This is an optimization exercise on Yosys and OpenROAD, whose aim is small area, a short achievable clock period and few clock cycles per item, not a production implementation. RTL that was checked went through simulation tests only; none was proved equivalent to the original. No driver is modelled on the clock port, so clock power and skew are understated where the tree is cut down; a real chip needs a root buffer or a tree. Power figures rest on the tool's default switching activity, not on a simulated workload.

## v6
Design fp_add, start of the top module:
module fp_add (
    input  [63:0] in_A,
    input  [63:0] in_B,
    input         clk,
    input         rst_n,
    input         in_valid,
    output [63:0] result,
    output        out_valid
);
For scale: about 200 I/O pins.
clock: 10.0 ns
lec_check: 0
cap_margin: 20
core_margin: 2
core_utilization: 55
slew_margin: 20
standard.sh (not shown) runs the stock make flow with config.mk's settings and CLKGATE_MAP_FILE= SYNTH_SCRIPT=/design/flow/synth_recipe.tcl, a recipe that flattens the netlist after the stock synthesis.
==> flow/flow/run.sh <==
#!/bin/bash
set -euo pipefail
bash standard.sh synth > synth.log 2>&1
for step in floorplan place cts grt route finish; do
  bash standard.sh SETUP_SLACK_MARGIN=7 $step > $step.log 2>&1
done
Testbench counts of v6, summed over its fixed seeds: cycles 80,056, items 80,000.
Here is what was changed in the inputs of v7 compared with v6.
diff --git a/flow/design.v b/flow/design.v
--- a/flow/design.v
+++ b/flow/design.v
@@ -57,19 +57,20 @@
 wire [54:0] w0 = o64_1 ? {55{sub1}} : {fSm1, {2{sub1}}};
 wire [54:0] w1 = sc1[5] ? {{32{sub1}}, w0[54:32]} : w0;
 wire [54:0] w2 = sc1[4] ? {{16{sub1}}, w1[54:16]} : w1;
 wire [54:0] w3 = sc1[3] ? {{8{sub1}},  w2[54:8]}  : w2;
 wire [54:0] w4 = sc1[2] ? {{4{sub1}},  w3[54:4]}  : w3;
 wire [54:0] w5 = sc1[1] ? {{2{sub1}},  w4[54:2]}  : w4;
 wire [54:0] w6 = sc1[0] ? {sub1,       w5[54:1]}  : w5;
-reg  [52:0] band;
+reg  [106:0] ge;
 always @(*) begin
-    for (k = 0; k < 53; k = k + 1)
-        band[k] = (sc1 >= k + 3) && ({1'b0, sc1} <= k + 53);
-end
+    for (k = 0; k < 107; k = k + 1)
+        ge[k] = (sc1 >= k);
+end
+wire [52:0] band = ge[55:3] & ~ge[106:54];
 reg  [52:0] X2;
 reg  [54:0] Y2;
 reg         st2;
 reg  [10:0] E2;
 reg         sgn2, sub2, inf2, nan2;
 always @(posedge clk) begin
     X2   <= fBig1;
@@ -91,33 +92,51 @@
     F3   <= F;
     E3   <= E2;
     sgn3 <= sgn2;
     sub3 <= sub2;
     inf3 <= inf2;
     nan3 <= nan2;
 end
-wire        neg  = sub3 & F3[56];
-wire        hi   = ~sub3 & F3[56];
-wire [52:0] frac = neg ? ~F3[55:3] : hi ? F3[56:4] : F3[55:3];
-wire        gb   = hi ? F3[3] : F3[2];
-wire        rb   = hi ? F3[2] : F3[1];
-wire        sb   = hi ? (F3[1] | F3[0]) : F3[0];
-wire        rnd  = neg | (gb & (rb | frac[0] | sb));
-wire [53:0] fr   = {1'b0, frac} + {53'd0, rnd};
-wire        ones = neg ? ~(|F3[55:3]) : hi ? (&F3[56:4]) : (&F3[55:3]);
-wire        fr53 = rnd & ones;
+wire        neg    = sub3 & F3[56];
+wire        hi     = ~sub3 & F3[56];
+wire        rnd_hi = F3[3] & (F3[2] | F3[4] | F3[1] | F3[0]);
+wire        rnd_lo = F3[2] & (F3[1] | F3[3] | F3[0]);
+wire [53:0] xr     = F3[56:3] ^ {54{neg}};
+wire        inc0   = neg | (~hi & rnd_lo);
+wire        inc1   = hi & rnd_hi;
+wire        cin1   = inc1 | (inc0 & xr[0]);      
+wire [52:0] pfx [0:6];
+assign pfx[0] = xr[53:1];
+genvar l, j;
+generate
+    for (l = 0; l < 6; l = l + 1) begin : PAL
+        for (j = 0; j < 53; j = j + 1) begin : PAB
+            if ((j >> l) & 1) begin : C
+                assign pfx[l+1][j] = pfx[l][j] & pfx[l][((j >> l) << l) - 1];
+            end else begin : N
+                assign pfx[l+1][j] = pfx[l][j];
+            end
+        end
+    end
+endgenerate
+wire [54:0] R    = {cin1 & pfx[6][52],
+                    xr[53:2] ^ ({52{cin1}} & pfx[6][51:0]),
+                    xr[1] ^ cin1,
+                    xr[0] ^ inc0};
+wire [52:0] frac = hi ? R[53:1] : R[52:0];
+wire        fr53 = hi ? R[54] : R[53];           
 wire [11:0] E3p0 = {1'b0, E3};
 wire [11:0] E3p1 = {1'b0, E3} + 12'd1;
 wire [11:0] E3p2 = {1'b0, E3} + 12'd2;
 wire [11:0] exp0 = (hi & fr53) ? E3p2 : (hi | fr53) ? E3p1 : E3p0;
 reg  [52:0] f4;
 reg  [11:0] x4;
 reg         sgn4, inf4, nan4;
 always @(posedge clk) begin
-    f4   <= {fr53 | fr[52], fr[51:0]};
+    f4   <= {fr53 | frac[52], frac[51:0]};
     x4   <= exp0;
     sgn4 <= sgn3 ^ neg;
     inf4 <= inf3;
     nan4 <= nan3;
 end
 reg  [53:0] mark;
 always @(*) begin
[summary]
- v7 finished every step from synthesis to the final layout, and the layout passed the timing, DRC and antenna checks.
- Worst setup path endpoint: f4[52] -> v6, f4[41] -> v7
- Row post-route total power: v7 lower / v6 higher
- Changes observed in v7 relative to v6: combinational-cell power consumption went down; hold slack went down.
- From v6 to v7 the numbers moved as follows: share of final layout cell area taken by non-clock buffers has increased, non-filler instance count after layout fell by 268, number of DRC violations after detailed-routing iteration 0 dropped 13%.
For v7, only the layout was checked, not whether the RTL still works.

========
fp_add, a different RTL version from the one above (not shown whole).
For scale: roughly 3800 cells after synthesis, ~200 I/O pins.
==> flow/config.mk <==
export PLATFORM = sky130hd
export DESIGN_NAME = fp_add
export DESIGN_NICKNAME = fp_add
export VERILOG_FILES = /design/flow/design.v
export SDC_FILE = /design/flow/constraint.sdc
export NUM_CORES = 8
export LEC_CHECK = 0
export CAP_MARGIN = 20
export CORE_MARGIN = 2
export CORE_UTILIZATION = 60
export SLEW_MARGIN = 20
==> flow/constraint.sdc <==
create_clock -name core_clock -period 10.0 [get_ports {clk}]
set_input_delay 2.0000 -clock core_clock [delete_from_list [all_inputs] [get_ports {clk}]]
set_output_delay 2.0000 -clock core_clock [all_outputs]
set_load 0.01 [all_outputs]
==> flow/flow/run.sh <==
#!/bin/bash
set -euo pipefail
TREE=$PWD/flow/cts_tree.tcl
PORTS="BUFFER_PORTS_ARGS=-inputs -outputs -buffer_cell sky130_fd_sc_hd__buf_1"
bash standard.sh synth > synth.log 2>&1
bash standard.sh SETUP_SLACK_MARGIN=7 floorplan > floorplan.log 2>&1
bash standard.sh SETUP_SLACK_MARGIN=7 "$PORTS" place > place.log 2>&1
bash standard.sh SETUP_SLACK_MARGIN=7 PRE_CTS_TCL=$TREE cts > cts.log 2>&1
for step in grt route finish; do
  bash standard.sh SETUP_SLACK_MARGIN=7 $step > $step.log 2>&1
done
Other scripts of this flow, unchanged in this note and not shown: flow/flow/cts_tree.tcl
Testbench counts at the start, summed over its fixed seeds: cycles 80,056, items 80,000.
Then changed:
--- a/flow/design.v
+++ b/flow/design.v
@@ -37,51 +37,51 @@
 wire        o64  = a_ge ? (|dAB[10:6]) : (|dBA[10:6]);
 wire        o128 = a_ge ? (|dAB[10:7]) : (|dBA[10:7]);
 wire        sub  = sA ^ sB;
 reg  [52:0] fBig1, fSm1;
 reg  [6:0]  sc1;
 reg         o64_1, o128_1;
 reg  [10:0] E1;
 reg         sgn1, sub1, inf1, nan1;
 always @(posedge clk) begin
     fBig1 <= a_ge ? fA : fB;
-    fSm1  <= a_ge ? (fB ^ {53{sub}}) : (fA ^ {53{sub}});
+    fSm1  <= a_ge ? fB : fA;
     sc1   <= s7;
     o64_1 <= o64;
     o128_1 <= o128;
     E1    <= a_ge ? eA : eB;
     sgn1  <= a_ge ? sA : sB;
     sub1  <= sub;
     inf1  <= infA | infB;
     nan1  <= nanA | nanB | (infA & infB & (sA ^ sB));
 end
-wire [54:0] w0 = o64_1 ? {55{sub1}} : {fSm1, {2{sub1}}};
+wire [54:0] w0 = o64_1 ? {55{sub1}} : ({fSm1, 2'b00} ^ {55{sub1}});
 wire [54:0] w1 = sc1[5] ? {{32{sub1}}, w0[54:32]} : w0;
 wire [54:0] w2 = sc1[4] ? {{16{sub1}}, w1[54:16]} : w1;
 wire [54:0] w3 = sc1[3] ? {{8{sub1}},  w2[54:8]}  : w2;
 wire [54:0] w4 = sc1[2] ? {{4{sub1}},  w3[54:4]}  : w3;
 wire [54:0] w5 = sc1[1] ? {{2{sub1}},  w4[54:2]}  : w4;
 wire [54:0] w6 = sc1[0] ? {sub1,       w5[54:1]}  : w5;
 reg  [52:0] band;
 always @(*) begin
     for (k = 0; k < 53; k = k + 1)
         band[k] = (sc1 >= k + 3) && ({1'b0, sc1} <= k + 53);
 end
 reg  [52:0] X2;
 reg  [54:0] Y2;
 reg         st2;
 reg  [10:0] E2;
 reg         sgn2, sub2, inf2, nan2;
 always @(posedge clk) begin
     X2   <= fBig1;
     Y2   <= w6;
-    st2  <= ~o128_1 & (|((fSm1 ^ {53{sub1}}) & band));
+    st2  <= ~o128_1 & (|(fSm1 & band));
     E2   <= E1;
     sgn2 <= sgn1;
     sub2 <= sub1;
     inf2 <= inf1;
     nan2 <= nan1;
 end
 wire [55:0] opX = {X2, 3'b000};
 wire [55:0] opY = {Y2, st2 ^ sub2};    
 wire [56:0] F   = {1'b0, opX} + {sub2, opY} + {56'd0, sub2};
 reg  [56:0] F3;
What happened: The new run completed with no timing, DRC or antenna violations; final area stays flat; final cell count shrinks by 1.8%; flip-flop and latch count does not change; sequential power shrinks by about 3%; wire length shrinks by 1.8%; total power barely changes; via count shrinks by about 3.3%; clock power is about the same; utilization grows by 0.12 points; sequential share of layout area stays flat.
No functional check of the RTL was part of the second run of this note. In every run of this note, the design's own scripts or RTL, not TritonCTS, make the clock network.

========
fp_add, a different RTL version from the one above (not shown whole).
Size in the first run: about 670 flip-flops.
export LEC_CHECK = 0
export CAP_MARGIN = 20
export CORE_MARGIN = 2
export CORE_UTILIZATION = 55
export SLEW_MARGIN = 20
create_clock -name core_clock -period 10.0 [get_ports {clk}]
Scripts as last shown in full above: flow/flow/run.sh
Other scripts of this flow, unchanged in this note and not shown: flow/flow/cts_tree.tcl
Next try:
--- a/flow/design.v
+++ b/flow/design.v
@@ -41,53 +41,52 @@
 reg  [6:0]  sc1;
 reg         o64_1, o128_1;
 reg  [10:0] E1;
 reg         sgn1, sub1, inf1, nan1;
 always @(posedge clk) begin
     fBig1 <= a_ge ? fA : fB;
-    fSm1  <= a_ge ? fB : fA;
+    fSm1  <= a_ge ? (fB ^ {53{sub}}) : (fA ^ {53{sub}});
     sc1   <= s7;
     o64_1 <= o64;
     o128_1 <= o128;
     E1    <= a_ge ? eA : eB;
     sgn1  <= a_ge ? sA : sB;
     sub1  <= sub;
     inf1  <= infA | infB;
     nan1  <= nanA | nanB | (infA & infB & (sA ^ sB));
 end
-wire [54:0] w0 = o64_1 ? 55'd0 : {fSm1, 2'b00};
-wire [54:0] w1 = sc1[5] ? {32'd0, w0[54:32]} : w0;
-wire [54:0] w2 = sc1[4] ? {16'd0, w1[54:16]} : w1;
-wire [54:0] w3 = sc1[3] ? {8'd0,  w2[54:8]}  : w2;
-wire [54:0] w4 = sc1[2] ? {4'd0,  w3[54:4]}  : w3;
-wire [54:0] w5 = sc1[1] ? {2'd0,  w4[54:2]}  : w4;
-wire [54:0] w6 = sc1[0] ? {1'd0,  w5[54:1]}  : w5;
-reg  [106:0] ge;
+wire [54:0] w0 = o64_1 ? {55{sub1}} : {fSm1, {2{sub1}}};
+wire [54:0] w1 = sc1[5] ? {{32{sub1}}, w0[54:32]} : w0;
+wire [54:0] w2 = sc1[4] ? {{16{sub1}}, w1[54:16]} : w1;
+wire [54:0] w3 = sc1[3] ? {{8{sub1}},  w2[54:8]}  : w2;
+wire [54:0] w4 = sc1[2] ? {{4{sub1}},  w3[54:4]}  : w3;
+wire [54:0] w5 = sc1[1] ? {{2{sub1}},  w4[54:2]}  : w4;
+wire [54:0] w6 = sc1[0] ? {sub1,       w5[54:1]}  : w5;
+reg  [52:0] band;
 always @(*) begin
-    for (k = 0; k < 107; k = k + 1)
-        ge[k] = (sc1 >= k);
+    for (k = 0; k < 53; k = k + 1)
+        band[k] = (sc1 >= k + 3) && ({1'b0, sc1} <= k + 53);
 end
-wire [52:0] band = ge[55:3] & ~ge[106:54];
 reg  [52:0] X2;
 reg  [54:0] Y2;
 reg         st2;
 reg  [10:0] E2;
 reg         sgn2, sub2, inf2, nan2;
 always @(posedge clk) begin
     X2   <= fBig1;
     Y2   <= w6;
-    st2  <= ~o128_1 & (|(fSm1 & band));
+    st2  <= ~o128_1 & (|((fSm1 ^ {53{sub1}}) & band));
     E2   <= E1;
     sgn2 <= sgn1;
     sub2 <= sub1;
     inf2 <= inf1;
     nan2 <= nan1;
 end
 wire [55:0] opX = {X2, 3'b000};
-wire [55:0] opY = {Y2, st2};
-wire [56:0] F   = {1'b0, opX} + ({1'b0, opY} ^ {57{sub2}}) + {56'd0, sub2};
+wire [55:0] opY = {Y2, st2 ^ sub2};    
+wire [56:0] F   = {1'b0, opX} + {sub2, opY} + {56'd0, sub2};
 reg  [56:0] F3;
 reg  [10:0] E3;
 reg         sgn3, sub3, inf3, nan3;
 reg         neg3, hi3;     
 always @(posedge clk) begin
     F3   <= F;
Result: Cell count shrinks by about 4%. First-iteration DRC count grows by about 7%. Worst setup slack gets better by 0.35 ns. Synthesized cell count shrinks by 3.3%. Fmax grows by 12%. Critical path depth shrinks by 4. Die area grows by 2.4%. Sequential share of layout area grows by 0.53 points. Synthesized area grows by about 2.5%.
Testbench counts after the change, summed over its fixed seeds: cycles 80,056, items 80,000.
For the first run of this note, only the layout was checked, not whether the RTL still works. No run of this note takes its clock network from TritonCTS; it comes from the design's own scripts or RTL.

========
trial 79:
fp_add, a different RTL version from the one above (not shown whole).
For scale: ~200 I/O pins, roughly 32000 µm² of cells after synthesis.
==> flow/config.mk <==
export PLATFORM = sky130hd
export DESIGN_NAME = fp_add
export DESIGN_NICKNAME = fp_add
export VERILOG_FILES = /design/flow/design.v
export SDC_FILE = /design/flow/constraint.sdc
export NUM_CORES = 8
export LEC_CHECK = 0
export CAP_MARGIN = 20
export CORE_MARGIN = 2
export CORE_UTILIZATION = 60
export SLEW_MARGIN = 20
==> flow/constraint.sdc <==
create_clock -name core_clock -period 10.0 [get_ports {clk}]
set_input_delay 2.0000 -clock core_clock [delete_from_list [all_inputs] [get_ports {clk}]]
set_output_delay 2.0000 -clock core_clock [all_outputs]
set_load 0.01 [all_outputs]
==> flow/flow/run.sh <==
#!/bin/bash
set -euo pipefail
TREE=$PWD/flow/cts_tree.tcl
PORTS="BUFFER_PORTS_ARGS=-inputs -outputs -buffer_cell sky130_fd_sc_hd__buf_1"
MY_ABC_SCRIPT=$PWD/flow/map.abc bash standard.sh SYNTH_SCRIPT=$PWD/flow/my_synth.tcl synth > synth.log 2>&1
bash standard.sh SETUP_SLACK_MARGIN=7.1 floorplan > floorplan.log 2>&1
bash standard.sh SETUP_SLACK_MARGIN=7.1 "$PORTS" place > place.log 2>&1
bash standard.sh SETUP_SLACK_MARGIN=7.1 PRE_CTS_TCL=$TREE cts > cts.log 2>&1
for step in grt route finish; do
  bash standard.sh SETUP_SLACK_MARGIN=7.1 $step > $step.log 2>&1
done
Other scripts of this flow, unchanged in this note and not shown: flow/flow/cts_tree.tcl, flow/flow/map.abc, flow/flow/my_synth.tcl
Testbench counts of trial 79, summed over its fixed seeds: cycles 80,056, items 80,000.
Here is what was changed in the inputs of trial 17 compared with trial 79.
--- a/flow/design.v
+++ b/flow/design.v
@@ -27,41 +27,14 @@
 wire [10:0] eA = a0[62:52], eB = b0[62:52];
 wire [51:0] mA = a0[51:0],  mB = b0[51:0];
 wire [52:0] fA = {hA, mA};
 wire [52:0] fB = {hB, mB};
 wire        infA = &eA, infB = &eB;
 wire        nanA = infA & (|mA), nanB = infB & (|mB);
-wire [11:0] dAB, dBA;
-genvar sg, sl, si;
-generate
-    for (sg = 0; sg < 2; sg = sg + 1) begin : SUBS
-        wire [10:0] u = sg ? eB : eA;
-        wire [10:0] w = sg ? ~eA : ~eB;
-        wire [11:0] sG [0:4];
-        wire [11:0] sP [0:4];
-        assign sG[0] = {u & w, 1'b1};
-        assign sP[0] = {u ^ w, 1'b0};
-        for (sl = 0; sl < 4; sl = sl + 1) begin : LV
-            for (si = 0; si < 12; si = si + 1) begin : B
-                if (si >= (1 << sl)) begin : C
-                    assign sG[sl+1][si] = sG[sl][si] | (sP[sl][si] & sG[sl][si - (1 << sl)]);
-                    assign sP[sl+1][si] = sP[sl][si] & sP[sl][si - (1 << sl)];
-                end else begin : N
-                    assign sG[sl+1][si] = sG[sl][si];
-                    assign sP[sl+1][si] = sP[sl][si];
-                end
-            end
-        end
-        wire [11:0] r = {~sG[4][11], sP[0][11:1] ^ sG[4][10:0]};
-        if (sg == 0) begin : AB
-            assign dAB = r;
-        end else begin : BA
-            assign dBA = r;
-        end
-    end
-endgenerate
+wire [11:0] dAB  = {1'b0, eA} - {1'b0, eB};
+wire [11:0] dBA  = {1'b0, eB} - {1'b0, eA};
 wire        a_ge = ~dAB[11];                        
 wire [6:0]  s7   = a_ge ? dAB[6:0] : dBA[6:0];    
 wire        o64  = a_ge ? (|dAB[10:6]) : (|dBA[10:6]);
 wire        o128 = a_ge ? (|dAB[10:7]) : (|dBA[10:7]);
 wire        sub  = sA ^ sB;
 reg  [52:0] fBig1, fSm1;
@@ -107,33 +80,13 @@
     sub2 <= sub1;
     inf2 <= inf1;
     nan2 <= nan1;
 end
 wire [55:0] opX = {X2, 3'b000};
 wire [55:0] opY = {Y2, st2 ^ sub2};    
-wire [56:0] ag = {opX & opY, sub2};
-wire [56:0] ap = {opX ^ opY, 1'b0};
-wire [56:0] aG [0:6];
-wire [56:0] aP [0:6];
-assign aG[0] = ag;
-assign aP[0] = ap;
-genvar al, ai;
-generate
-    for (al = 0; al < 6; al = al + 1) begin : ADL
-        for (ai = 0; ai < 57; ai = ai + 1) begin : ADB
-            if ((ai >> al) & 1) begin : C
-                assign aG[al+1][ai] = aG[al][ai] | (aP[al][ai] & aG[al][((ai >> al) << al) - 1]);
-                assign aP[al+1][ai] = aP[al][ai] & aP[al][((ai >> al) << al) - 1];
-            end else begin : N
-                assign aG[al+1][ai] = aG[al][ai];
-                assign aP[al+1][ai] = aP[al][ai];
-            end
-        end
-    end
-endgenerate
-wire [56:0] F   = {sub2 ^ aG[6][56], ap[56:1] ^ aG[6][55:0]};
+wire [56:0] F   = {1'b0, opX} + {sub2, opY} + {56'd0, sub2};
 reg  [56:0] F3;
 reg  [10:0] E3;
 reg         sgn3, sub3, inf3, nan3;
 reg         neg3, hi3;     
 always @(posedge clk) begin
     F3   <= F;
Results
Smallest hold slack: lower on trial 79
In the metrics for trial 17 and trial 79, the one carrying the lower number of DRC markers after the initial detailed-route iteration is trial 79.
The run with more routed wire is trial 17, not trial 79.
Going from trial 79 to trial 17, fmax decreased 0.019 GHz, met2 capacity usage during global routing increased 5.1 points.
Row endpoint required time on the critical path: trial 17 higher / trial 79 lower
No functional check of the RTL was part of trial 17. No run of this note takes its clock network from TritonCTS; it comes from the design's own scripts or RTL.

-- re-timing with driven ports --
The results above use ideal ports. As a check the final layouts listed here were re-extracted and re-timed, cells and wires unchanged.
Step 1 (the two cells are an assumption about what drives the block):
set clk [get_ports {clk}]
set_driving_cell -lib_cell sky130_fd_sc_hd__clkbuf_16 $clk
set_driving_cell -lib_cell sky130_fd_sc_hd__buf_2 [delete_from_list [all_inputs] $clk]
Step 2 adds t to the input delays and takes it off the output delays; t is the mean of the earliest and latest rising clock arrival at the registers after step 1. Input paths then give back, and output paths get back, about the clock's delay inside the block.
a / b / c = ideal / step 1 / step 2; a / b = the first two.
run | t, ns | setup WS [ns] | hold WS [ns] | slew at the worst register clock pin (ns)
v6 | 0.690 | 6.876 / 6.845 / 6.780 | 0.320 / 0.320 / 0.320 | 0.07 / 0.07
v7 | 0.679 | 6.793 / 6.793 / 6.793 | 0.310 / 0.310 / 0.310 | 0.07 / 0.07
the first run of note 2 | 0.513 | 6.967 / 6.910 / 6.967 | 0.251 / 0.251 / 0.251 | 0.11 / 0.11
the second run of note 2 | 0.544 | 6.975 / 6.865 / 6.975 | 0.230 / 0.230 / 0.230 | 0.11 / 0.11
the first run of note 3 | 0.541 | 6.648 / 6.648 / 6.648 | 0.247 / 0.247 / 0.247 | 0.10 / 0.10
the second run of note 3 | 0.517 | 6.994 / 6.904 / 6.993 | 0.288 / 0.288 / 0.288 | 0.11 / 0.11
trial 79 | 0.531 | 7.047 / 6.912 / 7.082 | 0.297 / 0.297 / 0.297 | 0.12 / 0.12
trial 17 | 0.528 | 6.875 / 6.874 / 6.874 | 0.322 / 0.322 / 0.322 | 0.10 / 0.10
After both steps setup and hold are still met in every run listed. The setup slack of v6, which loses most, moves by -0.031 ns with the drivers and by -0.096 ns with both steps.
